What follows belongs to an exercise in optimizing a design on an open flow for small area; a production flow would make more cautious choices. In this exercise RTL edits were held to simulation tests only and were not proved equivalent to the original. No activity file was given, so power comes from the tool's default toggle rates.

Design lcd, start of the top module:
module lcd(clk, resetn, led_blink, lcd_resetn, lcd_cs, lcd_rs, lcd_data);
  input clk;
  wire clk;
  input resetn;
  wire resetn;
  output led_blink;
  reg led_blink;
  output lcd_resetn;
  wire lcd_resetn;
  output lcd_cs;
  wire lcd_cs;
  output lcd_rs;
  wire lcd_rs;
  output lcd_data;
  wire lcd_data;
  wire _0000_;
  wire _0001_;
  wire _0002_;
  wire _0003_;
  wire _0004_;
  wire _0005_;
  wire _0006_;
  wire _0007_;
  wire _0008_;
  wire _0009_;
  wire _0010_;
  wire _0011_;
  wire _0012_;
  wire _0013_;
  wire _0014_;
  wire _0015_;
  wire _0016_;
  wire _0017_;
  wire _0018_;
  wire _0019_;
  wire _0020_;
  wire _0021_;
  wire _0022_;
  wire _0023_;
  wire _0024_;
  wire _0025_;
  wire _0026_;
  wire _0027_;
  wire _0028_;
  wire _0029_;
  wire _0030_;
  wire _0031_;
  wire _0032_;
  wire _0033_;
  wire _0034_;
  wire _0035_;
  wire _0036_;
  wire _0037_;
  wire _0038_;
  wire _0039_;
  wire _0040_;
  wire _0041_;
  wire _0042_;
  wire _0043_;
  wire _0044_;
  wire _0045_;
  wire _0046_;
  wire _0047_;
  wire _0048_;
  wire _0049_;
  wire _0050_;
  wire _0051_;
  wire _0052_;
  wire _0053_;
  wire _0054_;
  wire _0055_;
  wire _0056_;
  wire _0057_;
  wire _0058_;
  wire _0059_;
  wire _0060_;
  wire _0061_;
  wire _0062_;
  wire _0063_;
  wire _0064_;
  wire _0065_;
  wire _0066_;
  wire _0067_;
  wire _0068_;
  wire _0069_;
  wire _0070_;
  wire _0071_;
  wire _0072_;
  wire _0073_;
  wire _0074_;
  wire _0075_;
  wire _0076_;
  wire _0077_;
  wire _0078_;
  ...
For scale: ~1300 cells after synthesis, roughly 53 flip-flops, roughly 7 I/O pins, ~0.0072 sq mm of cells after synthesis.
clock: 10.0 ns
lec_check: 0
abc_area: 1
cap_margin: 20
core_margin: 2
core_utilization: 47
cts_buf_list: sky130_fd_sc_hd__clkbuf_8
place_density: 0.55
slew_margin: 20
run.sh (not shown) runs the stock make flow with config.mk's settings and CLKGATE_MAP_FILE= SYNTH_SCRIPT=/design/flow/synth_recipe.tcl, a recipe that flattens the netlist after the stock synthesis.
Change:
CTS_BUF_LIST = unset   (was sky130_fd_sc_hd__clkbuf_8)
=> Sequential cell count does not change. Sequential share of layout area came out lower by 0.12 points. Via count came out higher by about 0.6%. Total power came out higher by about 14%. Utilization came out higher by 0.37 points. Wire length is about the same. Final area came out higher by 0.76%.
Change:
CORE_UTILIZATION = 40   (was 47)
PLACE_DENSITY = unset   (was 0.55)
After rerunning: The new run completed without violations; routed wire length rises by about 0.47%; worst setup slack loses 190 ps; synthesized area is unchanged; global-route usage falls by 8.0 points.

* * *

old:
lcd, a different RTL version from the one above (not shown whole).
For scale: about 1300 cells after synthesis, ~53 flip-flops, ~7 I/O pins, about 7100 µm² of cells after synthesis.
## lcd
module lcd(clk, resetn, led_blink, lcd_resetn, lcd_cs, lcd_rs, lcd_data);
  input clk;
  wire clk;
  input resetn;
  wire resetn;
  output led_blink;
  reg led_blink;
  output lcd_resetn;
  wire lcd_resetn;
  output lcd_cs;
  wire lcd_cs;
  output lcd_rs;
  wire lcd_rs;
  output lcd_data;
  wire lcd_data;
  wire _0000_;
  wire _0001_;
  wire _0002_;
  wire _0003_;
  wire _0004_;
  wire _0005_;
  wire _0006_;
  wire _0007_;
  wire _0008_;
  wire _0009_;
  wire _0010_;
  wire _0011_;
  wire _0012_;
  wire _0013_;
  wire _0014_;
  wire _0015_;
  wire _0016_;
  wire _0017_;
  wire _0018_;
  wire _0019_;
  wire _0020_;
  wire _0021_;
  wire _0022_;
  wire _0023_;
  wire _0024_;
  wire _0025_;
  wire _0026_;
  wire _0027_;
  wire _0028_;
  wire _0029_;
  wire _0030_;
  wire _0031_;
  wire _0032_;
  wire _0033_;
  wire _0034_;
  wire _0035_;
  wire _0036_;
  wire _0037_;
  wire _0038_;
  wire _0039_;
  wire _0040_;
  wire _0041_;
  wire _0042_;
  wire _0043_;
  wire _0044_;
  wire _0045_;
  wire _0046_;
  wire _0047_;
  wire _0048_;
  ...
==> flow/config.mk <==
export PLATFORM = sky130hd
export DESIGN_NAME = lcd
export DESIGN_NICKNAME = lcd
export VERILOG_FILES = /design/flow/design.v
export SDC_FILE = /design/flow/constraint.sdc
export NUM_CORES = 4
export LEC_CHECK = 0
export ABC_AREA = 1
export CAP_MARGIN = 20
export CORE_MARGIN = 2
export CORE_UTILIZATION = 47
export CTS_BUF_LIST = sky130_fd_sc_hd__clkbuf_8
export PLACE_DENSITY = 0.55
export SLEW_MARGIN = 20
==> flow/constraint.sdc <==
create_clock -name core_clock -period 10.0 [get_ports {clk}]
set_input_delay 2.0000 -clock core_clock [delete_from_list [all_inputs] [get_ports {clk}]]
set_output_delay 2.0000 -clock core_clock [all_outputs]
set_load 0.01 [all_outputs]
Modified inputs, new compared to old
Settings: a deleted CTS_BUF_LIST that had been sky130_fd_sc_hd__clkbuf_8.
Notes after the runs:
Final cell count essentially unchanged between old and new.
Largest voltage drop on the vdd net: higher on new
Per the comparison of new with old, utilization picked up an extra 0.37 points; data arrival time of the critical path neither gained nor lost much; total of hold buffers inserted after clock tree synthesis neither gained nor lost much; worst-case setup margin in the final layout picked up an extra 0.0057 ns; minimum setup slack after placement neither gained nor lost much.
new vs old — wire length on met3 climbed by a few percent

port drivers added, routing unchanged:
In the flow no input, the clock included, has a driving cell. The finished layouts below were timed again as built, in two steps.
Step 1 sets driving cells, clkbuf_16 on the clock port and buf_2 on the other inputs (assumed; they add their load-dependent delay and slew).
Step 2 also shifts input and output timing later by t, the mid clock arrival at the registers, as if the neighbouring blocks saw the same clock.
Three values: ideal, step 1, step 2; two values: the first two.
run | t, ns | setup WS [ns] | hold slack, ns | worst setup path after step 2 | slew at the worst register clock pin (ns)
the first run of note 1 | 0.349 | 2.614 / 2.586 / 2.935 | 0.436 / 0.436 / 0.436 | register to output | 0.11 / 0.11
the second run of note 1 | 0.337 | 2.692 / 2.653 / 2.989 | 0.431 / 0.431 / 0.431 | register to output | 0.07 / 0.07
the third run of note 1 | 0.335 | 2.500 / 2.464 / 2.798 | 0.431 / 0.431 / 0.431 | register to output | 0.08 / 0.08
old | 0.359 | 2.760 / 2.729 / 3.089 | 0.435 / 0.435 / 0.435 | register to output | 0.11 / 0.11
new | 0.339 | 2.766 / 2.730 / 3.069 | 0.431 / 0.431 / 0.431 | register to output | 0.08 / 0.08
After both steps every run listed still meets setup and hold.
